Background: an optimization exercise with open tools, aiming at small area. Do not read the settings as production practice. Only simulation tests tie the RTL to the original design; equivalence was not proved. Power figures rest on the tool's default switching activity, not on a simulated workload.

==> design.v <==
`timescale 1ns / 1ps
module conv2D_int16(
    input wire  M_AXIS_ACLK,
    input wire  M_AXIS_ARESETN,
    input wire  S_AXIS_ACLK,
    input wire  S_AXIS_ARESETN,
    output wire  M_AXIS_TVALID,
    output wire [15:0] M_AXIS_TDATA,
    output wire [1:0] M_AXIS_TKEEP,
    output wire  M_AXIS_TLAST,
    input wire  M_AXIS_TREADY,
    output wire  S_AXIS_TREADY,
    input wire [15:0] S_AXIS_TDATA,
    input wire [1:0] S_AXIS_TKEEP,
    input wire  S_AXIS_TLAST,
    input wire  S_AXIS_TVALID
    );
    localparam IDLE = 3'b000, FILTER = 3'b001, DRAIN = 3'b010, STREAM = 3'b011,
               FILL0 = 3'b100, FILL3 = 3'b111;
    reg [2:0] state;
    reg [1:0] row;       
    wire RX = M_AXIS_TREADY && S_AXIS_TVALID;
    wire s_load   = state[2:1] == 2'b00;                 
    wire s_idle   = state == IDLE;
    wire s_fill   = state[2];
    wire s_stream = state == STREAM;
    wire s_drain  = state == DRAIN;
    wire ph1 = row[0];
    wire ph2 = row[1];
    wire ph0 = !(row[0] || row[1]);
    wire take = (s_fill || s_stream) && RX;          
    wire pad  = s_drain && !ph2;                     
    wire adv  = take || pad;                         
    assign S_AXIS_TREADY = M_AXIS_TREADY;
    assign M_AXIS_TKEEP  = 2'b11;
    assign M_AXIS_TLAST  = s_drain;
    assign M_AXIS_TVALID = ph2 && (s_drain || (s_stream && S_AXIS_TVALID));
    reg [15:0] f [0:8];
    integer i;
    always @(posedge S_AXIS_ACLK) begin
        if (s_load && RX) begin
            f[0] <= S_AXIS_TDATA;
            for (i = 1; i < 9; i = i + 1) f[i] <= f[i-1];
        end
    end
    wire [15:0] cA = ({16{ph0}} & f[2]) | ({16{ph1}} & f[5]) | ({16{ph2}} & f[8]);  
    wire [15:0] cB = ({16{ph0}} & f[1]) | ({16{ph1}} & f[4]) | ({16{ph2}} & f[7]);  
    wire [15:0] cC = ({16{ph0}} & f[0]) | ({16{ph1}} & f[3]) | ({16{ph2}} & f[6]);  
    wire [15:0] x = S_AXIS_TDATA & {16{take}};
    wire [16:0] xe = {x, 1'b0};
    wire [7:0] one, two, neg;
    genvar k;
    generate for (k = 0; k < 8; k = k + 1) begin : enc
        assign one[k] = xe[2*k] ^ xe[2*k+1];
        assign two[k] = (xe[2*k+2] & ~xe[2*k+1] & ~xe[2*k]) | (~xe[2*k+2] & xe[2*k+1] & xe[2*k]);
        assign neg[k] = xe[2*k+2];
    end endgenerate
    reg [15:0] O, P0, P1, P2;
    wire [15:0] sA, sB, sC;
    mac16 mA (.one(one), .two(two), .neg(neg), .c(cA), .acc(P0), .y(sA));
    mac16 mB (.one(one), .two(two), .neg(neg), .c(cB), .acc(P1), .y(sB));
    mac16 mC (.one(one), .two(two), .neg(neg), .c(cC), .acc(P2), .y(sC));
    wire shift = adv && ph0;
    always @(posedge S_AXIS_ACLK) begin
        if (shift) O <= sA;
        P0 <= shift ? sB : sA;
        P1 <= shift ? sC : sB;
        P2 <= shift ? 16'd0 : sC;
    end
    assign M_AXIS_TDATA = O;
    always @(posedge S_AXIS_ACLK) begin
        if (!S_AXIS_ARESETN) begin
            state <= IDLE;
            row   <= 2'd0;
        end else begin
            if (adv) row <= {ph1, ph0};   
            if (s_fill) begin
                if (RX && ph2) state <= {1'b1, state[1] ^ state[0], !state[0]};   
                if (RX && ph0 && state == FILL3) state <= STREAM;
            end else begin
                case (state)
                    IDLE: begin
                        if (RX) state <= FILTER;
                        else row <= 2'd0;
                    end
                    FILTER: if (RX && S_AXIS_TLAST) state <= FILL0;
                    STREAM: if (RX && S_AXIS_TLAST) state <= DRAIN;
                    DRAIN: if (ph2 && M_AXIS_TREADY) state <= IDLE;
                    default: state <= IDLE;
                endcase
            end
        end
    end
endmodule
module mac16(input wire [7:0] one, input wire [7:0] two, input wire [7:0] neg, input wire [15:0] c, input wire [15:0] acc, output wire [15:0] y);
wire p1;
wire p2;
wire p3;
wire p4;
wire p5;
wire p6;
wire p7;
wire p8;
wire p9;
wire p10;
wire p11;
wire p12;
wire p13;
wire p14;
wire p15;
wire p16;
wire p17;
wire p18;
wire p19;
wire p20;
wire p21;
wire p22;
wire p23;
wire p24;
wire p25;
wire p26;
wire p27;
wire p28;
wire p29;
wire p30;
wire p31;
wire p32;
wire p33;
wire p34;
wire p35;
wire p36;
wire p37;
wire p38;
wire p39;
wire p40;
wire p41;
wire p42;
wire p43;
wire p44;
wire p45;
wire p46;
wire p47;
wire p48;
wire p49;
wire p50;
wire p51;
wire p52;
wire p53;
wire p54;
wire p55;
wire p56;
wire p57;
wire p58;
wire p59;
wire p60;
wire p61;
wire p62;
wire p63;
wire p64;
wire p65;
wire p66;
wire p67;
wire p68;
wire p69;
wire p70;
wire p71;
wire p72;
wire s73;
wire k74;
wire s75;
wire k76;
wire s77;
wire k78;
wire s79;
wire k80;
wire s81;
wire k82;
wire s83;
wire k84;
wire s85;
wire k86;
wire s87;
wire k88;
wire s89;
wire k90;
wire s91;
wire k92;
wire s93;
wire k94;
wire s95;
wire k96;
wire s97;
wire k98;
wire s99;
wire k100;
wire s101;
wire k102;
wire s103;
wire k104;
wire s105;
wire k106;
wire s107;
wire k108;
wire s109;
wire k110;
wire s111;
wire k112;
wire s113;
wire k114;
wire s115;
wire k116;
wire s117;
wire k118;
wire s119;
wire k120;
wire s121;
wire k122;
wire s123;
wire k124;
wire s125;
wire k126;
wire s127;
wire k128;
wire s129;
wire k130;
wire s131;
wire k132;
wire s133;
wire k134;
wire s135;
wire k136;
wire s137;
wire k138;
wire s139;
wire k140;
wire s141;
wire k142;
wire s143;
wire k144;
wire s145;
wire k146;
wire s147;
wire k148;
wire s149;
wire k150;
wire s151;
wire k152;
wire s153;
wire k154;
wire s155;
wire k156;
wire s157;
wire k158;
wire s159;
wire k160;
wire s161;
wire k162;
wire s163;
wire k164;
wire s165;
wire k166;
wire s167;
wire k168;
wire s169;
wire k170;
wire s171;
wire k172;
wire s173;
wire k174;
wire s175;
wire k176;
wire s177;
wire k178;
wire s179;
wire k180;
wire s181;
wire k182;
wire s183;
wire k184;
wire s185;
wire k186;
wire s187;
wire k188;
wire s189;
wire k190;
wire s191;
wire k192;
wire s193;
wire k194;
wire s195;
wire k196;
wire s197;
wire k198;
wire s199;
wire k200;
wire s201;
wire s202;
wire s203;
wire s204;
wire s205;
wire s206;
wire s207;
wire s208;
assign p1 = (c[0] & one[0]) ^ neg[0];
assign p2 = ((c[1] & one[0]) | (c[0] & two[0])) ^ neg[0];
assign p3 = ((c[2] & one[0]) | (c[1] & two[0])) ^ neg[0];
assign p4 = ((c[3] & one[0]) | (c[2] & two[0])) ^ neg[0];
assign p5 = ((c[4] & one[0]) | (c[3] & two[0])) ^ neg[0];
assign p6 = ((c[5] & one[0]) | (c[4] & two[0])) ^ neg[0];
assign p7 = ((c[6] & one[0]) | (c[5] & two[0])) ^ neg[0];
assign p8 = ((c[7] & one[0]) | (c[6] & two[0])) ^ neg[0];
assign p9 = ((c[8] & one[0]) | (c[7] & two[0])) ^ neg[0];
assign p10 = ((c[9] & one[0]) | (c[8] & two[0])) ^ neg[0];
assign p11 = ((c[10] & one[0]) | (c[9] & two[0])) ^ neg[0];
assign p12 = ((c[11] & one[0]) | (c[10] & two[0])) ^ neg[0];
assign p13 = ((c[12] & one[0]) | (c[11] & two[0])) ^ neg[0];
assign p14 = ((c[13] & one[0]) | (c[12] & two[0])) ^ neg[0];
assign p15 = ((c[14] & one[0]) | (c[13] & two[0])) ^ neg[0];
assign p16 = ((c[15] & one[0]) | (c[14] & two[0])) ^ neg[0];
assign p17 = (c[0] & one[1]) ^ neg[1];
assign p18 = ((c[1] & one[1]) | (c[0] & two[1])) ^ neg[1];
assign p19 = ((c[2] & one[1]) | (c[1] & two[1])) ^ neg[1];
assign p20 = ((c[3] & one[1]) | (c[2] & two[1])) ^ neg[1];
assign p21 = ((c[4] & one[1]) | (c[3] & two[1])) ^ neg[1];
assign p22 = ((c[5] & one[1]) | (c[4] & two[1])) ^ neg[1];
assign p23 = ((c[6] & one[1]) | (c[5] & two[1])) ^ neg[1];
assign p24 = ((c[7] & one[1]) | (c[6] & two[1])) ^ neg[1];
assign p25 = ((c[8] & one[1]) | (c[7] & two[1])) ^ neg[1];
assign p26 = ((c[9] & one[1]) | (c[8] & two[1])) ^ neg[1];
assign p27 = ((c[10] & one[1]) | (c[9] & two[1])) ^ neg[1];
assign p28 = ((c[11] & one[1]) | (c[10] & two[1])) ^ neg[1];
assign p29 = ((c[12] & one[1]) | (c[11] & two[1])) ^ neg[1];
assign p30 = ((c[13] & one[1]) | (c[12] & two[1])) ^ neg[1];
assign p31 = (c[0] & one[2]) ^ neg[2];
assign p32 = ((c[1] & one[2]) | (c[0] & two[2])) ^ neg[2];
assign p33 = ((c[2] & one[2]) | (c[1] & two[2])) ^ neg[2];
assign p34 = ((c[3] & one[2]) | (c[2] & two[2])) ^ neg[2];
assign p35 = ((c[4] & one[2]) | (c[3] & two[2])) ^ neg[2];
assign p36 = ((c[5] & one[2]) | (c[4] & two[2])) ^ neg[2];
assign p37 = ((c[6] & one[2]) | (c[5] & two[2])) ^ neg[2];
assign p38 = ((c[7] & one[2]) | (c[6] & two[2])) ^ neg[2];
assign p39 = ((c[8] & one[2]) | (c[7] & two[2])) ^ neg[2];
assign p40 = ((c[9] & one[2]) | (c[8] & two[2])) ^ neg[2];
assign p41 = ((c[10] & one[2]) | (c[9] & two[2])) ^ neg[2];
assign p42 = ((c[11] & one[2]) | (c[10] & two[2])) ^ neg[2];
assign p43 = (c[0] & one[3]) ^ neg[3];
assign p44 = ((c[1] & one[3]) | (c[0] & two[3])) ^ neg[3];
assign p45 = ((c[2] & one[3]) | (c[1] & two[3])) ^ neg[3];
assign p46 = ((c[3] & one[3]) | (c[2] & two[3])) ^ neg[3];
assign p47 = ((c[4] & one[3]) | (c[3] & two[3])) ^ neg[3];
assign p48 = ((c[5] & one[3]) | (c[4] & two[3])) ^ neg[3];
assign p49 = ((c[6] & one[3]) | (c[5] & two[3])) ^ neg[3];
assign p50 = ((c[7] & one[3]) | (c[6] & two[3])) ^ neg[3];
assign p51 = ((c[8] & one[3]) | (c[7] & two[3])) ^ neg[3];
assign p52 = ((c[9] & one[3]) | (c[8] & two[3])) ^ neg[3];
assign p53 = (c[0] & one[4]) ^ neg[4];
assign p54 = ((c[1] & one[4]) | (c[0] & two[4])) ^ neg[4];
assign p55 = ((c[2] & one[4]) | (c[1] & two[4])) ^ neg[4];
assign p56 = ((c[3] & one[4]) | (c[2] & two[4])) ^ neg[4];
assign p57 = ((c[4] & one[4]) | (c[3] & two[4])) ^ neg[4];
assign p58 = ((c[5] & one[4]) | (c[4] & two[4])) ^ neg[4];
assign p59 = ((c[6] & one[4]) | (c[5] & two[4])) ^ neg[4];
assign p60 = ((c[7] & one[4]) | (c[6] & two[4])) ^ neg[4];
assign p61 = (c[0] & one[5]) ^ neg[5];
assign p62 = ((c[1] & one[5]) | (c[0] & two[5])) ^ neg[5];
assign p63 = ((c[2] & one[5]) | (c[1] & two[5])) ^ neg[5];
assign p64 = ((c[3] & one[5]) | (c[2] & two[5])) ^ neg[5];
assign p65 = ((c[4] & one[5]) | (c[3] & two[5])) ^ neg[5];
assign p66 = ((c[5] & one[5]) | (c[4] & two[5])) ^ neg[5];
assign p67 = (c[0] & one[6]) ^ neg[6];
assign p68 = ((c[1] & one[6]) | (c[0] & two[6])) ^ neg[6];
assign p69 = ((c[2] & one[6]) | (c[1] & two[6])) ^ neg[6];
assign p70 = ((c[3] & one[6]) | (c[2] & two[6])) ^ neg[6];
assign p71 = (c[0] & one[7]) ^ neg[7];
assign p72 = ((c[1] & one[7]) | (c[0] & two[7])) ^ neg[7];
fa_cell us73 (.a(acc[0]), .b(neg[0]), .c(p1), .s(s73), .co(k74));
fa_cell us75 (.a(acc[1]), .b(p2), .c(k74), .s(s75), .co(k76));
fa_cell us77 (.a(acc[2]), .b(neg[1]), .c(p3), .s(s77), .co(k78));
fa_cell us79 (.a(p17), .b(s77), .c(k76), .s(s79), .co(k80));
fa_cell us81 (.a(acc[3]), .b(p4), .c(p18), .s(s81), .co(k82));
fa_cell us83 (.a(k78), .b(s81), .c(k80), .s(s83), .co(k84));
fa_cell us85 (.a(acc[4]), .b(neg[2]), .c(p5), .s(s85), .co(k86));
fa_cell us87 (.a(p19), .b(p31), .c(k82), .s(s87), .co(k88));
fa_cell us89 (.a(s85), .b(s87), .c(k84), .s(s89), .co(k90));
fa_cell us91 (.a(acc[5]), .b(p6), .c(p20), .s(s91), .co(k92));
fa_cell us93 (.a(p32), .b(k86), .c(s91), .s(s93), .co(k94));
fa_cell us95 (.a(k88), .b(s93), .c(k90), .s(s95), .co(k96));
fa_cell us97 (.a(acc[6]), .b(neg[3]), .c(p7), .s(s97), .co(k98));
fa_cell us99 (.a(p21), .b(p33), .c(p43), .s(s99), .co(k100));
fa_cell us101 (.a(k92), .b(s97), .c(s99), .s(s101), .co(k102));
fa_cell us103 (.a(k94), .b(s101), .c(k96), .s(s103), .co(k104));
fa_cell us105 (.a(acc[7]), .b(p8), .c(p22), .s(s105), .co(k106));
fa_cell us107 (.a(p34), .b(p44), .c(k98), .s(s107), .co(k108));
fa_cell us109 (.a(k100), .b(s105), .c(k102), .s(s109), .co(k110));
fa_cell us111 (.a(s107), .b(s109), .c(k104), .s(s111), .co(k112));
fa_cell us113 (.a(acc[8]), .b(neg[4]), .c(p9), .s(s113), .co(k114));
fa_cell us115 (.a(p23), .b(p35), .c(p45), .s(s115), .co(k116));
fa_cell us117 (.a(p53), .b(k106), .c(s113), .s(s117), .co(k118));
fa_cell us119 (.a(s115), .b(k108), .c(s117), .s(s119), .co(k120));
fa_cell us121 (.a(k110), .b(s119), .c(k112), .s(s121), .co(k122));
fa_cell us123 (.a(acc[9]), .b(p10), .c(p24), .s(s123), .co(k124));
fa_cell us125 (.a(p36), .b(p46), .c(p54), .s(s125), .co(k126));
fa_cell us127 (.a(k114), .b(k116), .c(s123), .s(s127), .co(k128));
fa_cell us129 (.a(s125), .b(k118), .c(s127), .s(s129), .co(k130));
fa_cell us131 (.a(k120), .b(s129), .c(k122), .s(s131), .co(k132));
fa_cell us133 (.a(acc[10]), .b(neg[5]), .c(p11), .s(s133), .co(k134));
fa_cell us135 (.a(p25), .b(p37), .c(p47), .s(s135), .co(k136));
fa_cell us137 (.a(p55), .b(p61), .c(k124), .s(s137), .co(k138));
fa_cell us139 (.a(k126), .b(s133), .c(s135), .s(s139), .co(k140));
fa_cell us141 (.a(k128), .b(s137), .c(s139), .s(s141), .co(k142));
fa_cell us143 (.a(k130), .b(s141), .c(k132), .s(s143), .co(k144));
fa_cell us145 (.a(acc[11]), .b(p12), .c(p26), .s(s145), .co(k146));
fa_cell us147 (.a(p38), .b(p48), .c(p56), .s(s147), .co(k148));
fa_cell us149 (.a(p62), .b(k134), .c(k136), .s(s149), .co(k150));
fa_cell us151 (.a(s145), .b(s147), .c(k138), .s(s151), .co(k152));
fa_cell us153 (.a(k140), .b(s149), .c(s151), .s(s153), .co(k154));
fa_cell us155 (.a(k142), .b(s153), .c(k144), .s(s155), .co(k156));
fa_cell us157 (.a(acc[12]), .b(neg[6]), .c(p13), .s(s157), .co(k158));
fa_cell us159 (.a(p27), .b(p39), .c(p49), .s(s159), .co(k160));
fa_cell us161 (.a(p57), .b(p63), .c(p67), .s(s161), .co(k162));
fa_cell us163 (.a(k146), .b(k148), .c(s157), .s(s163), .co(k164));
fa_cell us165 (.a(s159), .b(s161), .c(k150), .s(s165), .co(k166));
fa_cell us167 (.a(s163), .b(k152), .c(s165), .s(s167), .co(k168));
fa_cell us169 (.a(k154), .b(s167), .c(k156), .s(s169), .co(k170));
fa_cell us171 (.a(acc[13]), .b(p14), .c(p28), .s(s171), .co(k172));
fa_cell us173 (.a(p40), .b(p50), .c(p58), .s(s173), .co(k174));
fa_cell us175 (.a(p64), .b(p68), .c(k158), .s(s175), .co(k176));
fa_cell us177 (.a(k160), .b(k162), .c(s171), .s(s177), .co(k178));
fa_cell us179 (.a(s173), .b(k164), .c(s175), .s(s179), .co(k180));
fa_cell us181 (.a(s177), .b(k166), .c(s179), .s(s181), .co(k182));
fa_cell us183 (.a(k168), .b(s181), .c(k170), .s(s183), .co(k184));
fa_cell us185 (.a(acc[14]), .b(neg[7]), .c(p15), .s(s185), .co(k186));
fa_cell us187 (.a(p29), .b(p41), .c(p51), .s(s187), .co(k188));
fa_cell us189 (.a(p59), .b(p65), .c(p69), .s(s189), .co(k190));
fa_cell us191 (.a(p71), .b(k172), .c(k174), .s(s191), .co(k192));
fa_cell us193 (.a(s185), .b(s187), .c(s189), .s(s193), .co(k194));
fa_cell us195 (.a(k176), .b(k178), .c(s191), .s(s195), .co(k196));
fa_cell us197 (.a(s193), .b(k180), .c(s195), .s(s197), .co(k198));
fa_cell us199 (.a(k182), .b(s197), .c(k184), .s(s199), .co(k200));
assign s201 = acc[15] ^ p16 ^ p30;
assign s202 = p42 ^ p52 ^ p60;
assign s203 = p66 ^ p70 ^ p72;
assign s204 = k186 ^ k188 ^ k190;
assign s205 = s201 ^ s202 ^ s203;
assign s206 = k192 ^ k194 ^ s204;
assign s207 = s205 ^ k196 ^ s206;
assign s208 = k198 ^ s207 ^ k200;
assign y = {s208, s199, s183, s169, s155, s143, s131, s121, s111, s103, s95, s89, s83, s79, s75, s73};
endmodule
module fa_cell(input wire a, input wire b, input wire c, output wire s, output wire co);
assign s = a ^ b ^ c;
assign co = (a & b) | (a & c) | (b & c);
endmodule
module ha_cell(input wire a, input wire b, output wire s, output wire co);
assign s = a ^ b;
assign co = a & b;
endmodule
==> flow/run.sh <==
#!/bin/bash
set -euo pipefail
here=$(pwd)
bash standard.sh \
  "POST_FLOORPLAN_TCL=$here/flow/downsize.tcl" \
  "BUFFER_PORTS_ARGS=-buffer_cell sky130_fd_sc_hd__buf_1" \
  "CTS_ARGS=-sink_clustering_enable -repair_clock_nets -sink_clustering_size 12 -sink_clustering_max_diameter 100 -buf_list sky130_fd_sc_hd__clkbuf_8 -dont_use_dummy_load" \
  finish > standard.log 2>&1
==> flow/downsize.tcl <==
# POST_FLOORPLAN hook: every logic cell that synthesis mapped to a larger
# drive strength is set back to the smallest cell of its family (same
# function and pins); among equally small cells the strongest is taken.
# The placement and routing steps that follow upsize or buffer again
# wherever slew, capacitance or timing need it.
set downsize_map {
  sky130_fd_sc_hd__a2111o_2 sky130_fd_sc_hd__a2111o_1
  sky130_fd_sc_hd__a2111o_4 sky130_fd_sc_hd__a2111o_1
  sky130_fd_sc_hd__a2111oi_1 sky130_fd_sc_hd__a2111oi_0
  sky130_fd_sc_hd__a2111oi_2 sky130_fd_sc_hd__a2111oi_0
  sky130_fd_sc_hd__a2111oi_4 sky130_fd_sc_hd__a2111oi_0
  sky130_fd_sc_hd__a211o_2 sky130_fd_sc_hd__a211o_1
  sky130_fd_sc_hd__a211o_4 sky130_fd_sc_hd__a211o_1
  sky130_fd_sc_hd__a211oi_2 sky130_fd_sc_hd__a211oi_1
  sky130_fd_sc_hd__a211oi_4 sky130_fd_sc_hd__a211oi_1
  sky130_fd_sc_hd__a21bo_1 sky130_fd_sc_hd__a21bo_2
  sky130_fd_sc_hd__a21bo_4 sky130_fd_sc_hd__a21bo_2
  sky130_fd_sc_hd__a21boi_0 sky130_fd_sc_hd__a21boi_1
  sky130_fd_sc_hd__a21boi_2 sky130_fd_sc_hd__a21boi_1
  sky130_fd_sc_hd__a21boi_4 sky130_fd_sc_hd__a21boi_1
  sky130_fd_sc_hd__a21o_2 sky130_fd_sc_hd__a21o_1
  sky130_fd_sc_hd__a21o_4 sky130_fd_sc_hd__a21o_1
  sky130_fd_sc_hd__a21oi_2 sky130_fd_sc_hd__a21oi_1
  sky130_fd_sc_hd__a21oi_4 sky130_fd_sc_hd__a21oi_1
  sky130_fd_sc_hd__a221o_2 sky130_fd_sc_hd__a221o_1
  sky130_fd_sc_hd__a221o_4 sky130_fd_sc_hd__a221o_1
  sky130_fd_sc_hd__a221oi_2 sky130_fd_sc_hd__a221oi_1
  sky130_fd_sc_hd__a221oi_4 sky130_fd_sc_hd__a221oi_1
  sky130_fd_sc_hd__a22o_2 sky130_fd_sc_hd__a22o_1
  sky130_fd_sc_hd__a22o_4 sky130_fd_sc_hd__a22o_1
  sky130_fd_sc_hd__a22oi_2 sky130_fd_sc_hd__a22oi_1
  sky130_fd_sc_hd__a22oi_4 sky130_fd_sc_hd__a22oi_1
  sky130_fd_sc_hd__a2bb2o_2 sky130_fd_sc_hd__a2bb2o_1
  sky130_fd_sc_hd__a2bb2o_4 sky130_fd_sc_hd__a2bb2o_1
  sky130_fd_sc_hd__a2bb2oi_2 sky130_fd_sc_hd__a2bb2oi_1
  sky130_fd_sc_hd__a2bb2oi_4 sky130_fd_sc_hd__a2bb2oi_1
  sky130_fd_sc_hd__a311o_2 sky130_fd_sc_hd__a311o_1
  sky130_fd_sc_hd__a311o_4 sky130_fd_sc_hd__a311o_1
  sky130_fd_sc_hd__a311oi_2 sky130_fd_sc_hd__a311oi_1
  sky130_fd_sc_hd__a311oi_4 sky130_fd_sc_hd__a311oi_1
  sky130_fd_sc_hd__a31o_1 sky130_fd_sc_hd__a31o_2
  sky130_fd_sc_hd__a31o_4 sky130_fd_sc_hd__a31o_2
  sky130_fd_sc_hd__a31oi_2 sky130_fd_sc_hd__a31oi_1
  sky130_fd_sc_hd__a31oi_4 sky130_fd_sc_hd__a31oi_1
  sky130_fd_sc_hd__a32o_2 sky130_fd_sc_hd__a32o_1
  sky130_fd_sc_hd__a32o_4 sky130_fd_sc_hd__a32o_1
  sky130_fd_sc_hd__a32oi_2 sky130_fd_sc_hd__a32oi_1
  sky130_fd_sc_hd__a32oi_4 sky130_fd_sc_hd__a32oi_1
  sky130_fd_sc_hd__a41o_2 sky130_fd_sc_hd__a41o_1
  sky130_fd_sc_hd__a41o_4 sky130_fd_sc_hd__a41o_1
  sky130_fd_sc_hd__a41oi_2 sky130_fd_sc_hd__a41oi_1
  sky130_fd_sc_hd__a41oi_4 sky130_fd_sc_hd__a41oi_1
  sky130_fd_sc_hd__and2_0 sky130_fd_sc_hd__and2_1
  sky130_fd_sc_hd__and2_2 sky130_fd_sc_hd__and2_1
  sky130_fd_sc_hd__and2_4 sky130_fd_sc_hd__and2_1
  sky130_fd_sc_hd__and2b_2 sky130_fd_sc_hd__and2b_1
  sky130_fd_sc_hd__and2b_4 sky130_fd_sc_hd__and2b_1
  sky130_fd_sc_hd__and3_2 sky130_fd_sc_hd__and3_1
  sky130_fd_sc_hd__and3_4 sky130_fd_sc_hd__and3_1
  sky130_fd_sc_hd__and3b_2 sky130_fd_sc_hd__and3b_1
  sky130_fd_sc_hd__and3b_4 sky130_fd_sc_hd__and3b_1
  sky130_fd_sc_hd__and4_2 sky130_fd_sc_hd__and4_1
  sky130_fd_sc_hd__and4_4 sky130_fd_sc_hd__and4_1
  sky130_fd_sc_hd__and4b_2 sky130_fd_sc_hd__and4b_1
  sky130_fd_sc_hd__and4b_4 sky130_fd_sc_hd__and4b_1
  sky130_fd_sc_hd__and4bb_1 sky130_fd_sc_hd__and4bb_2
  sky130_fd_sc_hd__and4bb_4 sky130_fd_sc_hd__and4bb_2
  sky130_fd_sc_hd__dfbbn_2 sky130_fd_sc_hd__dfbbn_1
  sky130_fd_sc_hd__dfrbp_2 sky130_fd_sc_hd__dfrbp_1
  sky130_fd_sc_hd__dfrtp_2 sky130_fd_sc_hd__dfrtp_1
  sky130_fd_sc_hd__dfrtp_4 sky130_fd_sc_hd__dfrtp_1
  sky130_fd_sc_hd__dfsbp_2 sky130_fd_sc_hd__dfsbp_1
  sky130_fd_sc_hd__dfstp_1 sky130_fd_sc_hd__dfstp_2
  sky130_fd_sc_hd__dfstp_4 sky130_fd_sc_hd__dfstp_2
  sky130_fd_sc_hd__dfxbp_2 sky130_fd_sc_hd__dfxbp_1
  sky130_fd_sc_hd__dfxtp_2 sky130_fd_sc_hd__dfxtp_1
  sky130_fd_sc_hd__dfxtp_4 sky130_fd_sc_hd__dfxtp_1
  sky130_fd_sc_hd__dlrbn_2 sky130_fd_sc_hd__dlrbn_1
  sky130_fd_sc_hd__dlrbp_2 sky130_fd_sc_hd__dlrbp_1
  sky130_fd_sc_hd__dlrtn_1 sky130_fd_sc_hd__dlrtn_2
  sky130_fd_sc_hd__dlrtn_4 sky130_fd_sc_hd__dlrtn_2
  sky130_fd_sc_hd__dlrtp_2 sky130_fd_sc_hd__dlrtp_1
  sky130_fd_sc_hd__dlrtp_4 sky130_fd_sc_hd__dlrtp_1
  sky130_fd_sc_hd__dlxbn_2 sky130_fd_sc_hd__dlxbn_1
  sky130_fd_sc_hd__dlxtn_2 sky130_fd_sc_hd__dlxtn_1
  sky130_fd_sc_hd__dlxtn_4 sky130_fd_sc_hd__dlxtn_1
  sky130_fd_sc_hd__fa_2 sky130_fd_sc_hd__fa_1
  sky130_fd_sc_hd__fa_4 sky130_fd_sc_hd__fa_1
  sky130_fd_sc_hd__ha_2 sky130_fd_sc_hd__ha_1
  sky130_fd_sc_hd__ha_4 sky130_fd_sc_hd__ha_1
  sky130_fd_sc_hd__maj3_2 sky130_fd_sc_hd__maj3_1
  sky130_fd_sc_hd__maj3_4 sky130_fd_sc_hd__maj3_1
  sky130_fd_sc_hd__mux2_1 sky130_fd_sc_hd__mux2_2
  sky130_fd_sc_hd__mux2_4 sky130_fd_sc_hd__mux2_2
  sky130_fd_sc_hd__mux2_8 sky130_fd_sc_hd__mux2_2
  sky130_fd_sc_hd__mux2i_2 sky130_fd_sc_hd__mux2i_1
  sky130_fd_sc_hd__mux2i_4 sky130_fd_sc_hd__mux2i_1
  sky130_fd_sc_hd__mux4_1 sky130_fd_sc_hd__mux4_2
  sky130_fd_sc_hd__mux4_4 sky130_fd_sc_hd__mux4_2
  sky130_fd_sc_hd__nand2_2 sky130_fd_sc_hd__nand2_1
  sky130_fd_sc_hd__nand2_4 sky130_fd_sc_hd__nand2_1
  sky130_fd_sc_hd__nand2_8 sky130_fd_sc_hd__nand2_1
  sky130_fd_sc_hd__nand2b_2 sky130_fd_sc_hd__nand2b_1
  sky130_fd_sc_hd__nand2b_4 sky130_fd_sc_hd__nand2b_1
  sky130_fd_sc_hd__nand3_2 sky130_fd_sc_hd__nand3_1
  sky130_fd_sc_hd__nand3_4 sky130_fd_sc_hd__nand3_1
  sky130_fd_sc_hd__nand3b_2 sky130_fd_sc_hd__nand3b_1
  sky130_fd_sc_hd__nand3b_4 sky130_fd_sc_hd__nand3b_1
  sky130_fd_sc_hd__nand4_2 sky130_fd_sc_hd__nand4_1
  sky130_fd_sc_hd__nand4_4 sky130_fd_sc_hd__nand4_1
  sky130_fd_sc_hd__nand4b_2 sky130_fd_sc_hd__nand4b_1
  sky130_fd_sc_hd__nand4b_4 sky130_fd_sc_hd__nand4b_1
  sky130_fd_sc_hd__nand4bb_2 sky130_fd_sc_hd__nand4bb_1
  sky130_fd_sc_hd__nand4bb_4 sky130_fd_sc_hd__nand4bb_1
  sky130_fd_sc_hd__nor2_2 sky130_fd_sc_hd__nor2_1
  sky130_fd_sc_hd__nor2_4 sky130_fd_sc_hd__nor2_1
  sky130_fd_sc_hd__nor2_8 sky130_fd_sc_hd__nor2_1
  sky130_fd_sc_hd__nor2b_2 sky130_fd_sc_hd__nor2b_1
  sky130_fd_sc_hd__nor2b_4 sky130_fd_sc_hd__nor2b_1
  sky130_fd_sc_hd__nor3_2 sky130_fd_sc_hd__nor3_1
  sky130_fd_sc_hd__nor3_4 sky130_fd_sc_hd__nor3_1
  sky130_fd_sc_hd__nor3b_2 sky130_fd_sc_hd__nor3b_1
  sky130_fd_sc_hd__nor3b_4 sky130_fd_sc_hd__nor3b_1
  sky130_fd_sc_hd__nor4_2 sky130_fd_sc_hd__nor4_1
  sky130_fd_sc_hd__nor4_4 sky130_fd_sc_hd__nor4_1
  sky130_fd_sc_hd__nor4b_2 sky130_fd_sc_hd__nor4b_1
  sky130_fd_sc_hd__nor4b_4 sky130_fd_sc_hd__nor4b_1
  sky130_fd_sc_hd__nor4bb_2 sky130_fd_sc_hd__nor4bb_1
  sky130_fd_sc_hd__nor4bb_4 sky130_fd_sc_hd__nor4bb_1
  sky130_fd_sc_hd__o2111a_2 sky130_fd_sc_hd__o2111a_1
  sky130_fd_sc_hd__o2111a_4 sky130_fd_sc_hd__o2111a_1
  sky130_fd_sc_hd__o2111ai_2 sky130_fd_sc_hd__o2111ai_1
  sky130_fd_sc_hd__o2111ai_4 sky130_fd_sc_hd__o2111ai_1
  sky130_fd_sc_hd__o211a_1 sky130_fd_sc_hd__o211a_2
  sky130_fd_sc_hd__o211a_4 sky130_fd_sc_hd__o211a_2
  sky130_fd_sc_hd__o211ai_2 sky130_fd_sc_hd__o211ai_1
  sky130_fd_sc_hd__o211ai_4 sky130_fd_sc_hd__o211ai_1
  sky130_fd_sc_hd__o21a_2 sky130_fd_sc_hd__o21a_1
  sky130_fd_sc_hd__o21a_4 sky130_fd_sc_hd__o21a_1
  sky130_fd_sc_hd__o21ai_0 sky130_fd_sc_hd__o21ai_1
  sky130_fd_sc_hd__o21ai_2 sky130_fd_sc_hd__o21ai_1
  sky130_fd_sc_hd__o21ai_4 sky130_fd_sc_hd__o21ai_1
  sky130_fd_sc_hd__o21ba_1 sky130_fd_sc_hd__o21ba_2
  sky130_fd_sc_hd__o21ba_4 sky130_fd_sc_hd__o21ba_2
  sky130_fd_sc_hd__o21bai_2 sky130_fd_sc_hd__o21bai_1
  sky130_fd_sc_hd__o21bai_4 sky130_fd_sc_hd__o21bai_1
  sky130_fd_sc_hd__o221a_1 sky130_fd_sc_hd__o221a_2
  sky130_fd_sc_hd__o221a_4 sky130_fd_sc_hd__o221a_2
  sky130_fd_sc_hd__o221ai_2 sky130_fd_sc_hd__o221ai_1
  sky130_fd_sc_hd__o221ai_4 sky130_fd_sc_hd__o221ai_1
  sky130_fd_sc_hd__o22a_2 sky130_fd_sc_hd__o22a_1
  sky130_fd_sc_hd__o22a_4 sky130_fd_sc_hd__o22a_1
  sky130_fd_sc_hd__o22ai_2 sky130_fd_sc_hd__o22ai_1
  sky130_fd_sc_hd__o22ai_4 sky130_fd_sc_hd__o22ai_1
  sky130_fd_sc_hd__o2bb2a_2 sky130_fd_sc_hd__o2bb2a_1
  sky130_fd_sc_hd__o2bb2a_4 sky130_fd_sc_hd__o2bb2a_1
  sky130_fd_sc_hd__o2bb2ai_2 sky130_fd_sc_hd__o2bb2ai_1
  sky130_fd_sc_hd__o2bb2ai_4 sky130_fd_sc_hd__o2bb2ai_1
  sky130_fd_sc_hd__o311a_2 sky130_fd_sc_hd__o311a_1
  sky130_fd_sc_hd__o311a_4 sky130_fd_sc_hd__o311a_1
  sky130_fd_sc_hd__o311ai_0 sky130_fd_sc_hd__o311ai_1
  sky130_fd_sc_hd__o311ai_2 sky130_fd_sc_hd__o311ai_1
  sky130_fd_sc_hd__o311ai_4 sky130_fd_sc_hd__o311ai_1
  sky130_fd_sc_hd__o31a_2 sky130_fd_sc_hd__o31a_1
  sky130_fd_sc_hd__o31a_4 sky130_fd_sc_hd__o31a_1
  sky130_fd_sc_hd__o31ai_2 sky130_fd_sc_hd__o31ai_1
  sky130_fd_sc_hd__o31ai_4 sky130_fd_sc_hd__o31ai_1
  sky130_fd_sc_hd__o32a_2 sky130_fd_sc_hd__o32a_1
  sky130_fd_sc_hd__o32a_4 sky130_fd_sc_hd__o32a_1
  sky130_fd_sc_hd__o32ai_2 sky130_fd_sc_hd__o32ai_1
  sky130_fd_sc_hd__o32ai_4 sky130_fd_sc_hd__o32ai_1
  sky130_fd_sc_hd__o41a_2 sky130_fd_sc_hd__o41a_1
  sky130_fd_sc_hd__o41a_4 sky130_fd_sc_hd__o41a_1
  sky130_fd_sc_hd__o41ai_2 sky130_fd_sc_hd__o41ai_1
  sky130_fd_sc_hd__o41ai_4 sky130_fd_sc_hd__o41ai_1
  sky130_fd_sc_hd__or2_0 sky130_fd_sc_hd__or2_2
  sky130_fd_sc_hd__or2_1 sky130_fd_sc_hd__or2_2
  sky130_fd_sc_hd__or2_4 sky130_fd_sc_hd__or2_2
  sky130_fd_sc_hd__or2b_2 sky130_fd_sc_hd__or2b_1
  sky130_fd_sc_hd__or2b_4 sky130_fd_sc_hd__or2b_1
  sky130_fd_sc_hd__or3_2 sky130_fd_sc_hd__or3_1
  sky130_fd_sc_hd__or3_4 sky130_fd_sc_hd__or3_1
  sky130_fd_sc_hd__or3b_1 sky130_fd_sc_hd__or3b_2
  sky130_fd_sc_hd__or3b_4 sky130_fd_sc_hd__or3b_2
  sky130_fd_sc_hd__or4_2 sky130_fd_sc_hd__or4_1
  sky130_fd_sc_hd__or4_4 sky130_fd_sc_hd__or4_1
  sky130_fd_sc_hd__or4b_1 sky130_fd_sc_hd__or4b_2
  sky130_fd_sc_hd__or4b_4 sky130_fd_sc_hd__or4b_2
  sky130_fd_sc_hd__or4bb_2 sky130_fd_sc_hd__or4bb_1
  sky130_fd_sc_hd__or4bb_4 sky130_fd_sc_hd__or4bb_1
  sky130_fd_sc_hd__sdfbbn_2 sky130_fd_sc_hd__sdfbbn_1
  sky130_fd_sc_hd__sdfrbp_2 sky130_fd_sc_hd__sdfrbp_1
  sky130_fd_sc_hd__sdfrtp_2 sky130_fd_sc_hd__sdfrtp_1
  sky130_fd_sc_hd__sdfrtp_4 sky130_fd_sc_hd__sdfrtp_1
  sky130_fd_sc_hd__sdfsbp_2 sky130_fd_sc_hd__sdfsbp_1
  sky130_fd_sc_hd__sdfstp_2 sky130_fd_sc_hd__sdfstp_1
  sky130_fd_sc_hd__sdfstp_4 sky130_fd_sc_hd__sdfstp_1
  sky130_fd_sc_hd__sdfxbp_2 sky130_fd_sc_hd__sdfxbp_1
  sky130_fd_sc_hd__sdfxtp_2 sky130_fd_sc_hd__sdfxtp_1
  sky130_fd_sc_hd__sdfxtp_4 sky130_fd_sc_hd__sdfxtp_1
  sky130_fd_sc_hd__sedfxbp_2 sky130_fd_sc_hd__sedfxbp_1
  sky130_fd_sc_hd__sedfxtp_2 sky130_fd_sc_hd__sedfxtp_1
  sky130_fd_sc_hd__sedfxtp_4 sky130_fd_sc_hd__sedfxtp_1
  sky130_fd_sc_hd__xnor2_2 sky130_fd_sc_hd__xnor2_1
  sky130_fd_sc_hd__xnor2_4 sky130_fd_sc_hd__xnor2_1
  sky130_fd_sc_hd__xnor3_2 sky130_fd_sc_hd__xnor3_1
  sky130_fd_sc_hd__xnor3_4 sky130_fd_sc_hd__xnor3_1
  sky130_fd_sc_hd__xor2_2 sky130_fd_sc_hd__xor2_1
  sky130_fd_sc_hd__xor2_4 sky130_fd_sc_hd__xor2_1
  sky130_fd_sc_hd__xor3_2 sky130_fd_sc_hd__xor3_1
  sky130_fd_sc_hd__xor3_4 sky130_fd_sc_hd__xor3_1
}
set n_down 0
foreach inst [get_cells *] {
  set master [get_property $inst ref_name]
  if { [dict exists $downsize_map $master] } {
    set target [dict get $downsize_map $master]
    replace_cell $inst [get_lib_cells */$target]
    incr n_down
  }
}
puts "downsize: replaced $n_down cells"
==> standard.sh <==
#!/bin/bash
# synth_recipe.tcl (not shown) runs the flow's synth.tcl, then flattens the netlist and writes it again
# the make line also repeats each setting of config.mk as NAME=value (left out here)
make -C /OpenROAD-flow-scripts/flow DESIGN_CONFIG=/design/flow/config.mk WORK_HOME=/design/flow/orfs CLKGATE_MAP_FILE= SYNTH_SCRIPT=/design/flow/synth_recipe.tcl "${@:-finish}"
==> config.mk <==
export PLATFORM = sky130hd
export DESIGN_NAME = conv2D_int16
export DESIGN_NICKNAME = conv2D_int16
export VERILOG_FILES = /design/flow/design.v
export SDC_FILE = /design/flow/constraint.sdc
export NUM_CORES = 4
export LEC_CHECK = 0
export CAP_MARGIN = 20
export CORE_MARGIN = 2
export CORE_UTILIZATION = 45
export CTS_BUF_LIST = sky130_fd_sc_hd__clkbuf_8
export CTS_CLUSTER_DIAMETER = 60
export CTS_CLUSTER_SIZE = 14
export GPL_TIMING_DRIVEN = 1
export PLACE_DENSITY = 0.6
export SLEW_MARGIN = 20
export SYNTH_HIERARCHICAL = 1
export SYNTH_MINIMUM_KEEP_SIZE = 0
==> constraint.sdc <==
create_clock -name core_clock -period 16.0 [get_ports {S_AXIS_ACLK}]
set_input_delay 3.2000 -clock core_clock [delete_from_list [all_inputs] [get_ports {S_AXIS_ACLK}]]
set_output_delay 3.2000 -clock core_clock [all_outputs]
set_load 0.01 [all_outputs]
==> results of run 1 <==
==> placed cells by master, fill, tap and decap left out, types with 3 or more instances in the layout <==
master,instances
xor2_1,9
clkbuf_8,21
mux2_2,32
and2_2,5
inv_1,6
nor2_2,6
ha_1,4
and2_1,20
xnor2_1,256
nand2_1,131
xnor3_1,3
a21oi_1,11
a22oi_1,241
fa_1,192
buf_1,39
dfxtp_1,51
buf_4,34
o211ai_1,3
nor2_1,23
edfxtp_1,160
==> routing by layer <==
layer  share of wire [%]  vias to the layer above  track usage (%)  wire length, um
li1                    -                     4453                -                -
met4                 2.8                        0             8.20             1150
met2                  46                      433             35.3            19000
met3                 6.7                       90             3.21             2770
met1                  44                     5278             31.0            18100
met5                   0                        -                0                0
==> how the worst min path moves through the flow <==
stage / slack (ps) / cells past startpoint / endpoint / start
after floorplan: 430 / 0 / f[1][0] / f[0][0]
after global placement: 430 / 0 / f[1][13] / f[0][13]
after detailed placement: 430 / 0 / f[2][14] / f[1][14]
after CTS: 410 / 0 / f[4][5] / f[3][5]
after global routing: 450 / 0 / f[6][0] / f[5][0]
final: 410 / 0 / f[4][5] / f[3][5]
==> metrics by stage <==
stage / utilization (%) / hold WS [ps] / total power, uW
floorplan: - / 426 / 1650
global route: 46.6 / 452 / 2120
global placement: 45.8 / 428 / 1670
CTS: 46.6 / 408 / 1990
detailed placement: 45.8 / 431 / 1680
finish: 46.6 / 406 / 1970
==> state kept, by name, summed over array words and instances (netlist names) <==
name and flops:
row 2, O 16, f 144, P1 16, P2 16, P0 16
state 3
==> modules after synthesis (local to each module, per instance) <==
module        flops+latches  cells inside  times used
conv2D_int16            213           537           1
fa_cell                   0             1         192
mac16                     0           204           3
==> final cells by class <==
| cell class | instances | area (um^2) | area share (%) |
|---|---|---|---|
| Tap cell | 461 | 577 | 3.46 |
| Multi-Input combinational cell | 961 | 9500 | 57.0 |
| Clock buffer | 21 | 289 | 1.74 |
| Inverter | 6 | 22.5 | 0.135 |
| Timing Repair Buffer | 73 | 402 | 2.41 |
| Sequential cell | 213 | 5870 | 35.2 |
==> cell usage after synthesis, drive strengths merged (2+ instances only) <==
| master | instances |
|---|---|
| xnor2 | 256 |
| a22oi | 241 |
| fa | 192 |
| edfxtp | 160 |
| nand2 | 132 |
| buf | 92 |
| clkbuf | 70 |
| dfxtp | 53 |
| mux2 | 32 |
| nor2 | 31 |
| and2 | 26 |
| a21oi | 11 |
| xor2 | 9 |
| inv | 6 |
| ha | 4 |
| nor3 | 3 |
| o211ai | 3 |
| xnor3 | 3 |
| mux2i | 2 |
| nand2b | 2 |
| o21ai | 2 |
==> logic make-up after synthesis <==
| logic type | count (synthesis) | synth area share [%] |
|---|---|---|
| compound gates | 262 | 11.9 |
| xor+xnor | 268 | 14.6 |
| fa+ha+maj | 196 | 23.7 |
| buf+inv | 168 | 5.79 |
| flops | 213 | 35.7 |
| mux | 34 | 3.05 |
| other cells | 1 | 0.0228 |
| simple gates | 199 | 5.25 |
==> report_power, final <==
group          total [uW]  switching [uW]  internal [uW]
clock network         304             187            117
logic                 852             511            340
registers             818            61.6            757
==> worst register-to-register path, delay by kind of cell (launching register included) <==
kind,cells,cell delay (ps)
flip-flops,1,440
XOR/XNOR,6,1370
buffers and inverters,1,490
AND/OR/NAND/NOR,4,1630
AO/OA/AOI/OAI,1,210
adder cells (fa/ha/maj),14,5650
multiplexers,1,280
==> out/summary.txt, run 1 <==
status -> complete, no violations
latest clock arrival within the worst-skew pair -> 580 ps
Synth Warn # -> 8
Crit. End Element -> register
non-filler cells, final -> 1735
row cnt -> 69
CP Data Arrival Time -> 12800 ps
Post-CTS Setup Bufs -> 0
TritonCTS clock tree -> yes
Post-CTS Resized -> 0
startpoint types -> input port
period utilisation layout -> 77.0%
RSZ-0062 raised after global routing -> no
Critical R2R Capture -> P1[15]
DP Cell Count -> 1714
ys async rst share -> 0%
share of cells above drive strength 1 -> 8.48%
number of global-route vias before repair -> 11200
FF-to-FF Start -> state[1]
Placement Setup Slack -> 3060 ps
antenna violations before repair -> 0
Fin Setup TNS -> 0 ps
fin. max-slew vios -> 0
max-cap viol count -> 0
crit path to -> P1[15]
Die ar. -> 0.0380 mm^2
Worst Skew -> 51.8 ps
Post-DP Area -> 0.0164 mm^2
Root Driver -> clkbuf_8
Fin. Hold Viols -> 0
hold buffers post-CTS -> 0
top cell type's share of synthesized area -> 29.3%
post-synth top area cell -> edfxtp_1
DR iter-0 viols -> 789
syn_area_per_cell -> 12.2 um^2
Die Span X -> 195 um
area delta synth->final -> 1.47%
Filler Cell Count -> 3245
Fmax -> 0.0812 GHz
cell count along the critical path -> 27
Worst EP required -> 16480 ps
largest net degree at the start of global routing -> 78
Buf/Inv on CP -> 2
Worst Max-Slew Pin Slew -> 1170 ps
CP most frequent cell -> fa_1
family with the most delay on the worst path -> adder cells
R2R depth -> 27
antenna violation net count after detailed routing -> 0
first-pass GRT wire length -> 65000 um
Post-Layout Inst Area -> 0.0167 mm^2
Setup Viol. Count Final -> 0
ys flop type -> edfxtp_1
drt first pass iters -> 5
Syn Std Cell Area -> 0.0164 mm^2
Post-synth EDFFs -> 160
drt drc -> 0
global placement routability congestion -> 0.842
Total GRT Usage -> 22.2%
# IOs -> 46
#FFs+latches synth -> 213
level count of the clock H-tree -> 1
number of diodes -> 0
total clock sinks -> 213
Hold Crit Class -> register to register
Via density -> 5.91
Worst-path clk slew -> 90 ps
delay of the slowest critical-path stage -> 580 ps
flop2flop setup slack -> 5890 ps
via count -> 10300
register area share after synthesis -> 35.7%
Slew Limit Headroom -> 22.0%
Critical Path Source -> M_AXIS_TREADY
IO Port Bufs -> 39
core area -> 0.0357 mm^2
Power Dens Cells -> 119 mW/mm^2
Area contributors post-synth -> edfxtp_1 29%, fa_1 23%, xnor2_1 14%
minimum clock period -> 12320 ps
routed wire length -> 41100 um
Syn Inst Count -> 1341
initial core utilization -> 45.9%
crit path max fanout -> 34
Worst path slowest cell -> nor2_1
Final nets -> 1497
CTS Buffer Depth -> 3
post-route setup slack -> 3680 ps
worst vdd ir -> 0.0000582 V
static leakage -> 0.00609 uW
CTS buffer count -> 21
Netlist cell types -> 41
WS Path Type -> input port to register
WL/cell -> 23.7 um
DP HPWL -> 27100 um
gr ovfl total -> 0
Die Y -> 195 um
==> run 2, diff against run 1 <==
==> flow/run.sh (replaced) <==
#!/bin/bash
set -euo pipefail
here=$(pwd)
bash standard.sh \
  "POST_FLOORPLAN_TCL=$here/flow/downsize.tcl" \
  "BUFFER_PORTS_ARGS=-buffer_cell sky130_fd_sc_hd__buf_1" \
  "CTS_ARGS=-sink_clustering_enable -repair_clock_nets -sink_clustering_size 8 -sink_clustering_max_diameter 40 -buf_list sky130_fd_sc_hd__clkbuf_4 -dont_use_dummy_load" \
  finish > standard.log 2>&1
==> out/summary.txt, run 2 <==
startpoint types -> input port
Worst Skew -> 107 ps (+55.6 ps)
Worst-path clk slew -> 100 ps (about the same)
Worst path slowest cell -> nor2_1
Area contributors post-synth -> edfxtp_1 29%, fa_1 23%, xnor2_1 14%
TritonCTS clock tree -> yes
largest net degree at the start of global routing -> 78 (unchanged)
latest clock arrival within the worst-skew pair -> 780 ps (+200 ps)
Critical Path Source -> M_AXIS_TREADY
Via density -> 5.88 (-0.52%)
flop2flop setup slack -> 5840 ps (-50 ps)
Die Y -> 195 um (unchanged)
Fin Setup TNS -> 0 ps (unchanged)
max-cap viol count -> 0 (unchanged)
Post-Synth XOR/XNOR Area -> 14.6% (unchanged)
Post-Synth Adder-Cell Area -> 23.7% (unchanged)
Buf/Inv on CP -> 1 (-1)
Crit. End Element -> register
CP most frequent cell -> fa_1
row cnt -> 69 (unchanged)
Slew Limit Headroom -> 20.0% (-2.0 points)
non-filler cells, final -> 1761 (+1.5%)
register area share after synthesis -> 35.7% (unchanged)
Hold Slack -> 385 ps (-20.7 ps)
ys flop type -> edfxtp_1
post-synth top area cell -> edfxtp_1
list of most frequent post-synthesis cells -> 256 x xnor2_1, 241 x a22oi_1, 192 x fa_1
level count of the clock H-tree -> 2 (+1)
post-route setup slack -> 3830 ps (+149 ps)
crit path max fanout -> 26 (-24%)
Critical R2R Capture -> P0[15]
Fmax -> 0.0822 GHz (+1.2%)
main combinational cell family by area after synthesis -> adder cells
Die Span X -> 195 um (unchanged)
Total GRT Usage -> 22.5% (+0.39 points)
minimum clock period -> 12170 ps (-149 ps)
Post-CTS Setup Bufs -> 0 (unchanged)
crit path to -> P0[15]
ys async rst share -> 0% (unchanged)
syn_area_per_cell -> 12.2 um^2 (unchanged)
cell count along the critical path -> 27 (unchanged)
Hold Crit Class -> register to register
# IOs -> 46 (unchanged)
DP HPWL -> 27100 um (unchanged)
first-pass GRT wire length -> 65600 um (+0.96%)
Syn Std Cell Area -> 0.0164 mm^2 (unchanged)
Hold Crit Start -> f[4][13]
Simple-Gate Fraction of Synth Area -> 5.25% (unchanged)
global placement routability congestion -> 0.842 (unchanged)
Die ar. -> 0.0380 mm^2 (unchanged)
Worst EP required -> 16720 ps (+240 ps)
top-count cell post-synth -> xnor2_1
Post-synth EDFFs -> 160 (unchanged)
core area -> 0.0357 mm^2 (unchanged)
delay of the slowest critical-path stage -> 600 ps (+20 ps)
family with the most delay on the worst path -> adder cells
IO Port Bufs -> 39 (unchanged)
share of cells above drive strength 1 -> 10.0% (+1.6 points)
CP Data Arrival Time -> 12890 ps (+90 ps)
Netlist cell types -> 41 (unchanged)
post-synthesis mux area share -> 3.05% (unchanged)
Largest register FFs -> 144 (unchanged)
routed wire length -> 41500 um (+0.93%)
fin. max-slew vios -> 0 (unchanged)
hold buffers post-CTS -> 0 (unchanged)
Power Dens Cells -> 120 mW/mm^2 (+0.85%)
Placement Setup Slack -> 3060 ps (unchanged)
most common cell after layout, fill and taps aside -> xnor2_1
Root Driver -> clkbuf_4
static leakage -> 0.00613 uW (+0.77%)
#FFs+latches synth -> 213 (unchanged)
gr ovfl total -> 0 (unchanged)
Syn Inst Count -> 1341 (unchanged)
number of global-route vias before repair -> 11300 (+1.6%)
Post-CTS Resized -> 0 (unchanged)
status -> complete, no violations
antenna violations before repair -> 2 (+2)
Final nets -> 1519 (+1.5%)
initial core utilization -> 45.9% (unchanged)
RSZ-0062 raised after global routing -> no
Synth Warn # -> 8 (unchanged)
drt drc -> 0 (unchanged)
Worst Max-Slew Pin Slew -> 1200 ps (+30.5 ps)
drt first pass iters -> 5 (unchanged)
WL/cell -> 23.5 um (-0.56%)
CTS Buffer Depth -> 3 (unchanged)
Synth Area in Compound Gates -> 11.9% (unchanged)
via count -> 10400 (+0.98%)
top cell type's share of synthesized area -> 29.3% (unchanged)
Setup Viol. Count Final -> 0 (unchanged)
Largest Register -> f
R2R depth -> 27 (unchanged)
FF-to-FF Start -> state[1]
antenna violation net count after detailed routing -> 0 (unchanged)
DR iter-0 viols -> 701 (-11%)
total clock sinks -> 213 (unchanged)
period utilisation layout -> 76.1% (-0.93 points)
Filler Cell Count -> 3267 (+0.68%)
area delta synth->final -> 1.74%
DP Cell Count -> 1714 (unchanged)
CTS buffer count -> 43 (+100%)
WS Path Type -> input port to register
Fin. Hold Viols -> 0 (unchanged)
worst vdd ir -> 0.0000581 V (-0.26%)
most frequent cells in the layout -> 256 x xnor2_1, 241 x a22oi_1, 192 x fa_1, 160 x edfxtp_1, 131 x nand2_1
## run 2: cell counts after synthesis
No cell type changed its count.
## run 2: worst min-delay path by stage
stage / to / cells after the start
floorplan: f[1][0] / 0
detailed placement: f[2][14] / 0
CTS: f[5][13] / 0
global placement: f[1][13] / 0
global route: f[5][13] / 0
finish: f[5][13] / 0
## run 2: cells by family after synthesis
| family | Yosys count |
|---|---|
| adders and majority gates | 196 |
| and+or+nand+nor | 199 |
| other | 1 |
| AOI/OAI and AO/OA | 262 |
| buffers and inverters | 168 |
| xor gates and xnor gates | 268 |
| muxes | 34 |
| DFF | 213 |
## run 2: modules after synthesis (local to each module, per instance)
module / copies in the design / cells / flip-flops and latches
conv2D_int16: 1 / 537 / 213
fa_cell: 192 / 1 / 0
mac16: 3 / 204 / 0
## run 2: metrics by stage
stage / total power (uW) / utilization, % / cell area (um^2)
after CTS: 2020 / 46.7 / 16700
after global placement: 1670 / 45.8 / 16400
after detailed placement: 1680 / 45.8 / 16400
after floorplan: 1650 / - / 16400
after global routing: 2150 / 46.7 / 16700
final: 2000 / 46.7 / 16700
## run 2: cell type report
| type | instances | area, um^2 | area share (%) |
|---|---|---|---|
| multi-input combinational | 961 | 9500 | 56.9 |
| tap | 461 | 577 | 3.45 |
| sequential | 213 | 5870 | 35.1 |
| clock buffer | 43 | 323 | 1.93 |
| inverter | 6 | 22.5 | 0.135 |
| timing repair buffer | 73 | 402 | 2.41 |
| antenna | 4 | 10.0 | 0.0599 |
## run 2: worst register-to-register path, stage by stage (launching register included)
cell     delay, ps
dfxtp_1        440
ha_1           330
nor2_1          80
nor2_1         570
and2_4         570
nor2b_4        450
a22oi_1        170
xnor2_1        230
fa_1           470
fa_1           420
fa_1           400
fa_1           400
fa_1           420
fa_1           420
fa_1           400
fa_1           410
fa_1           400
fa_1           400
fa_1           420
fa_1           400
fa_1           390
fa_1           390
xor2_1         160
xnor2_1        200
xnor3_1        430
xnor2_1        150
xnor2_1        390
mux2_2         240
## run 2: power breakdown
group | internal, uW | leakage, uW | switching [uW]
clock | 122 | 0.000198 | 203
sequential | 757 | 0.00193 | 61.4
combinational | 340 | 0.00400 | 513
total | 1220 | 0.00613 | 777
## run 2: per-layer routing
layer  GRT usage, %  vias up  part of all wire (%)  wire length, um
met5              0        -                     0                0
met4           8.79        0                   2.9             1210
met3           4.89      103                   7.5             3130
met2           35.4      447                    46            19100
met1           30.7     5290                    43            18000
li1               -     4514                     -                -
==> run 3, diff against run 2 <==
==> flow/run.sh (replaced) <==
#!/bin/bash
set -euo pipefail
here=$(pwd)
bash standard.sh \
  "POST_FLOORPLAN_TCL=$here/flow/downsize.tcl" \
  "BUFFER_PORTS_ARGS=-buffer_cell sky130_fd_sc_hd__buf_1" \
  "CTS_ARGS=-sink_clustering_enable -repair_clock_nets -sink_clustering_size 16 -sink_clustering_max_diameter 100 -buf_list sky130_fd_sc_hd__clkbuf_8 -dont_use_dummy_load" \
  finish > standard.log 2>&1
==> out/summary.txt, run 3 <==
row cnt -> 69 (unchanged)
Fin. Hold Viols -> 0 (unchanged)
post-synth top area cell -> edfxtp_1
ys async rst share -> 0% (unchanged)
Setup Viol. Count Final -> 0 (unchanged)
list of most frequent post-synthesis cells -> 256 x xnor2_1, 241 x a22oi_1, 192 x fa_1
Worst-path clk slew -> 110 ps (about the same)
top cell type's share of synthesized area -> 29.3% (unchanged)
Area contributors post-synth -> edfxtp_1 29%, fa_1 23%, xnor2_1 14%
Syn Inst Count -> 1341 (unchanged)
Die ar. -> 0.0380 mm^2 (unchanged)
CP Data Arrival Time -> 12840 ps (-50 ps)
top-count cell post-synth -> xnor2_1
Root Driver -> clkbuf_8
latest clock arrival within the worst-skew pair -> 550 ps (-230 ps)
first-pass GRT wire length -> 64800 um (-1.3%)
# IOs -> 46 (unchanged)
crit path max fanout -> 34 (+31%)
DR iter-0 viols -> 819 (+17%)
period utilisation layout -> 77.4% (+1.4 points)
WS Path Type -> input port to register
global placement routability congestion -> 0.842 (unchanged)
Post-Layout Inst Area -> 0.0166 mm^2 (-0.51%)
initial core utilization -> 45.9% (unchanged)
Post-DP Area -> 0.0164 mm^2 (unchanged)
via count -> 10300 (-0.86%)
Total GRT Usage -> 22.0% (-0.51 points)
R2R depth -> 27 (unchanged)
Slew Limit Headroom -> 23.5% (+3.5 points)
minimum clock period -> 12390 ps (+220 ps)
status -> complete, no violations
Post-CTS Setup Bufs -> 0 (unchanged)
antenna violations before repair -> 0 (-2)
Final nets -> 1494 (-1.6%)
gr ovfl total -> 0 (unchanged)
Netlist cell types -> 41 (unchanged)
FF-to-FF Start -> state[1]
Die Span X -> 195 um (unchanged)
most frequent cells in the layout -> 256 x xnor2_1, 241 x a22oi_1, 192 x fa_1, 160 x edfxtp_1, 131 x nand2_1
Critical R2R Capture -> P1[15]
IO Port Bufs -> 39 (unchanged)
area delta synth->final -> 1.22%
#FFs+latches synth -> 213 (unchanged)
Power Dens Cells -> 117 mW/mm^2 (-1.7%)
startpoint types -> input port
antenna violation net count after detailed routing -> 0 (unchanged)
Hold Crit Class -> register to register
core area -> 0.0357 mm^2 (unchanged)
most common cell after layout, fill and taps aside -> xnor2_1
worst vdd ir -> 0.0000579 V (-0.23%)
WL/cell -> 23.7 um (+0.54%)
level count of the clock H-tree -> 1 (-1)
Die Y -> 195 um (unchanged)
Crit. End Element -> register
DP HPWL -> 27100 um (unchanged)
Hold Crit Start -> f[4][3]
Post-CTS Resized -> 0 (unchanged)
drt drc -> 0 (unchanged)
CTS buffer count -> 18 (-58%)
Via density -> 5.93 (+0.80%)
drt first pass iters -> 5 (unchanged)
syn_area_per_cell -> 12.2 um^2 (unchanged)
max-cap viol count -> 0 (unchanged)
Worst EP required -> 16450 ps (-270 ps)
hold-critical path endpoint -> f[5][3]
Fmax -> 0.0807 GHz (-1.8%)
Largest Register -> f
share of cells above drive strength 1 -> 8.26% (-1.8 points)
number of global-route vias before repair -> 11100 (-2.1%)
ys flop type -> edfxtp_1
Syn Std Cell Area -> 0.0164 mm^2 (unchanged)
hold buffers post-CTS -> 0 (unchanged)
largest net degree at the start of global routing -> 78 (unchanged)
Synth Warn # -> 8 (unchanged)
flop2flop setup slack -> 5790 ps (-50 ps)
hold path cells -> 0 (unchanged)
static leakage -> 0.00606 uW (-1.1%)
total clock sinks -> 213 (unchanged)
Largest register FFs -> 144 (unchanged)
TritonCTS clock tree -> yes
Post-synth EDFFs -> 160 (unchanged)
register area share after synthesis -> 35.7% (unchanged)
Worst Skew -> 91.0 ps (-16.4 ps)
Fin Setup TNS -> 0 ps (unchanged)
fin. max-slew vios -> 0 (unchanged)
routed wire length -> 41000 um (-1.1%)
RSZ-0062 raised after global routing -> no
number of diodes -> 0 (-4)
Worst Max-Slew Pin Slew -> 1140 ps (-52.8 ps)
CTS Buffer Depth -> 3 (unchanged)
run 3: cell type report:
type	instances	area, um^2
Timing Repair Buffer	73	402
Sequential cell	213	5870
Multi-Input combinational cell	961	9500
Clock buffer	18	248
Fill cell	3251	19100
Inverter	6	22.5
Tap cell	461	577
run 3: stage by stage:
step           total power, uW  utilization (%)  hold WS (ps)  setup WS (ps)  instances
2_1_floorplan             1650                -           426           2160       1342
3_3_place_gp              1670             45.8           428           3070       1714
3_5_place_dp              1680             45.8           431           3060       1714
4_1_cts                   1970             46.5           408           3630       1732
5_1_grt                   2100             46.5           410           3240       1732
6_report                  1950             46.5           401           3610       1732
run 3: per-module statistics from Yosys (local to each module, per instance):
module | cells inside | copies in the design | area [um^2]
conv2D_int16 | 537 | 1 | 7960
fa_cell | 1 | 192 | 20.0
mac16 | 204 | 3 | 1540
run 3: critical path: stages:
cell	delay [ps]
buf_1	180
nand2_1	170
nor2_1	610
and2_4	570
nor2b_4	430
buf_4	490
a22oi_1	210
xnor2_1	240
fa_1	470
fa_1	420
fa_1	390
fa_1	400
fa_1	420
fa_1	420
fa_1	400
fa_1	400
fa_1	400
fa_1	400
fa_1	390
fa_1	400
fa_1	410
xor2_1	170
xnor2_1	180
xnor3_1	440
xnor2_1	190
xnor2_1	140
mux2_2	280
run 3: worst max path at each step:
stage | from | endpoint | slack (ps) | cells after the start
after floorplan | M_AXIS_TREADY | f[0][0] | 2160 | 2
after CTS | M_AXIS_TREADY | P1[15] | 3630 | 27
after global routing | M_AXIS_TREADY | P1[15] | 3240 | 27
after detailed placement | M_AXIS_TREADY | P1[15] | 3060 | 27
final | M_AXIS_TREADY | P1[15] | 3610 | 27
after global placement | M_AXIS_TREADY | P1[15] | 3070 | 27
run 3: layer usage:
metal	wire (um)	GRT usage, %
met3	3040	3.18
met2	19100	35.3
met1	17900	31.1
met4	966	7.15
met5	0	0
run 3: report_power, final:
part	total [uW]	internal (uW)	switching, uW	leakage (uW)
clock network	281	101	180	0.000129
registers	818	756	61.6	0.00193
logic	853	340	513	0.00400
run 3: cell families (layout without fill, tap and decap cells):
group / after synthesis / count (layout) / share of synthesized area [%]
other: 1 / 2 / 0.0228
AO/OA/AOI/OAI: 262 / 262 / 11.9
AND/OR/NAND/NOR: 199 / 199 / 5.25
XOR/XNOR: 268 / 268 / 14.6
flip-flops: 213 / 213 / 35.7
buffers and inverters: 168 / 97 / 5.79
multiplexers: 34 / 34 / 3.05
adder cells (fa/ha/maj): 196 / 196 / 23.7
==> run 4, diff against run 3 <==
--- a/design.v
+++ b/design.v
@@ -48,3 +48,3 @@
     wire [15:0] cC = ({16{ph0}} & f[0]) | ({16{ph1}} & f[3]) | ({16{ph2}} & f[6]);  
-    wire [15:0] x = S_AXIS_TDATA & {16{take}};
+    wire [15:0] x = S_AXIS_TDATA;
     wire [16:0] xe = {x, 1'b0};
@@ -53,4 +53,4 @@
     generate for (k = 0; k < 8; k = k + 1) begin : enc
-        assign one[k] = xe[2*k] ^ xe[2*k+1];
-        assign two[k] = (xe[2*k+2] & ~xe[2*k+1] & ~xe[2*k]) | (~xe[2*k+2] & xe[2*k+1] & xe[2*k]);
+        assign one[k] = take & (xe[2*k] ^ xe[2*k+1]);
+        assign two[k] = take & ((xe[2*k+2] & ~xe[2*k+1] & ~xe[2*k]) | (~xe[2*k+2] & xe[2*k+1] & xe[2*k]));
         assign neg[k] = xe[2*k+2];
==> out/summary.txt, run 4 <==
flop2flop setup slack -> 6130 ps (+340 ps)
Worst-path clk slew -> 110 ps (about the same)
max-cap viol count -> 0 (unchanged)
CP Data Arrival Time -> 12140 ps (-700 ps)
worst vdd ir -> 0.000141 V (+140%)
Fin Setup TNS -> 0 ps (unchanged)
Simple-Gate Fraction of Synth Area -> 4.90% (-0.35 points)
ys flop type -> edfxtp_1
drt first pass iters -> 5 (unchanged)
Worst Skew -> 38.0 ps (-53.0 ps)
Post-CTS Resized -> 0 (unchanged)
routed wire length -> 41600 um (+1.5%)
Syn Std Cell Area -> 0.0162 mm^2 (-1.2%)
static leakage -> 0.00533 uW (-12%)
fin util -> 46.7% (+0.17 points)
Worst EP required -> 16460 ps (about the same)
Critical R2R Capture -> P1[15]
Largest register FFs -> 144 (unchanged)
Final nets -> 1491 (-0.20%)
main combinational cell family by area after synthesis -> adder cells
Synth Area in Compound Gates -> 12.0% (+0.14 points)
ys async rst share -> 0% (unchanged)
most common cell after layout, fill and taps aside -> xnor2_1
first-pass GRT wire length -> 65600 um (+1.3%)
Critical Path Source -> M_AXIS_TREADY
antenna violation net count after detailed routing -> 0 (unchanged)
Synth Warn # -> 8 (unchanged)
crit path to -> P1[15]
top-count cell post-synth -> xnor2_1
Setup Viol. Count Final -> 0 (unchanged)
CTS buffer count -> 17 (-1)
startpoint types -> input port
Fin. Hold Viols -> 0 (unchanged)
crit path max fanout -> 29 (-15%)
post-synth top area cell -> edfxtp_1
WS Path Type -> input port to register
minimum clock period -> 11680 ps (-711 ps)
cell count along the critical path -> 27 (unchanged)
row cnt -> 69 (unchanged)
DR iter-0 viols -> 941 (+15%)
status -> complete, no violations
Root Driver -> clkbuf_8
top cell type's share of synthesized area -> 29.6% (+0.35 points)
Buf/Inv on CP -> 3 (+1)
RSZ-0062 raised after global routing -> no
CP most frequent cell -> fa_1
CTS Buffer Depth -> 3 (unchanged)
Post-synth EDFFs -> 160 (unchanged)
Slew Limit Headroom -> 29.5% (+5.9 points)
run 4: cell count changes after synthesis, moves of 2 or more:
cell	change
nor2_1	+2
mux2_2	+23
clkbuf_1	+6
buf_12	-3
mux2_4	-23
buf_1	-4
and2_1	-9
run 4: worst reg2reg max path: cells and delay by family (launching register included):
kind / cells / cell delay (ps)
muxes: 1 / 290
and+or+nand+nor: 4 / 820
adders and majority gates: 15 / 5980
buffers and inverters: 3 / 1050
xor gates and xnor gates: 6 / 1320
DFF: 1 / 320
run 4: stage by stage:
step | instances | instance area [um^2] | setup WS (ps) | hold slack [ps] | power (uW)
after detailed placement | 1712 | 16400 | 3740 | 432 | 3440
after floorplan | 1334 | 16200 | 2180 | 426 | 3350
after CTS | 1729 | 16600 | 4330 | 445 | 3730
final | 1729 | 16600 | 4320 | 450 | 3730
after global routing | 1729 | 16600 | 4000 | 463 | 4050
after global placement | 1712 | 16400 | 3820 | 429 | 3410
run 4: worst min-delay path by stage:
stage	startpoint	endpoint	slack, ps
floorplan	f[0][0]	f[1][0]	430
global placement	f[0][9]	f[1][9]	430
detailed placement	f[1][11]	f[2][11]	430
CTS	f[4][4]	f[5][4]	440
global route	f[1][11]	f[2][11]	460
finish	f[1][15]	f[2][15]	450
run 4: kinds of logic after synthesis:
family | Yosys count
muxes | 34
DFF | 213
adders and majority gates | 196
xor gates and xnor gates | 268
AOI/OAI and AO/OA | 262
and+or+nand+nor | 191
other | 1
buffers and inverters | 168
run 4: final cells by class:
type                            count  area (um^2)  share of cell area (%)
Tap cell                          461          577                    3.48
Inverter                            7         28.8                   0.173
Multi-Input combinational cell    953         9440                    56.9
Sequential cell                   213         5870                    35.4
Clock buffer                       17          234                    1.41
Timing Repair Buffer               78          449                    2.71
run 4: modules after synthesis, one instance, submodules excluded:
module / times used / area [um^2] / cells inside
fa_cell: 192 / 20.0 / 1
mac16: 3 / 1540 / 204
conv2D_int16: 1 / 7770 / 529
run 4: routing by layer:
| metal | global-route usage, % | up-vias | wire length (um) |
|---|---|---|---|
| met5 | 0 | - | 0 |
| met4 | 6.26 | 0 | 853 |
| met3 | 4.07 | 61 | 3210 |
| met2 | 36.0 | 390 | 19500 |
| met1 | 31.5 | 5291 | 18100 |
| li1 | - | 4440 | - |
run 4: power breakdown:
part | total, uW | internal [uW] | switching (uW)
combinational | 2540 | 1220 | 1320
sequential | 916 | 848 | 68.0
clock | 277 | 95.9 | 181
total | 3730 | 2160 | 1560

## re-timing with driven ports
In the flow no input, the clock included, has a driving cell. The finished layouts below were timed again as built, in two steps. Step 1 sets driving cells, clkbuf_16 on the clock port and buf_2 on the other inputs (assumed; they add their load-dependent delay and slew). Step 2, shift: input delay + t, output delay - t, t = (earliest + latest rising clock arrival at the registers) / 2. This alone moves slack from input paths to output paths. Slacks: ideal / step 1 / step 2; pairs: ideal / step 1.
| run | shift t [ns] | setup WS [ns] |
|---|---|---|
| run 1 | 0.604 | 3.679 / 3.705 / 3.101 |
| run 2 | 0.774 | 3.828 / 3.851 / 3.077 |
| run 3 | 0.553 | 3.609 / 3.634 / 3.080 |
| run 4 | 0.583 | 4.320 / 4.348 / 3.765 |
After both steps every run listed still meets setup and hold.
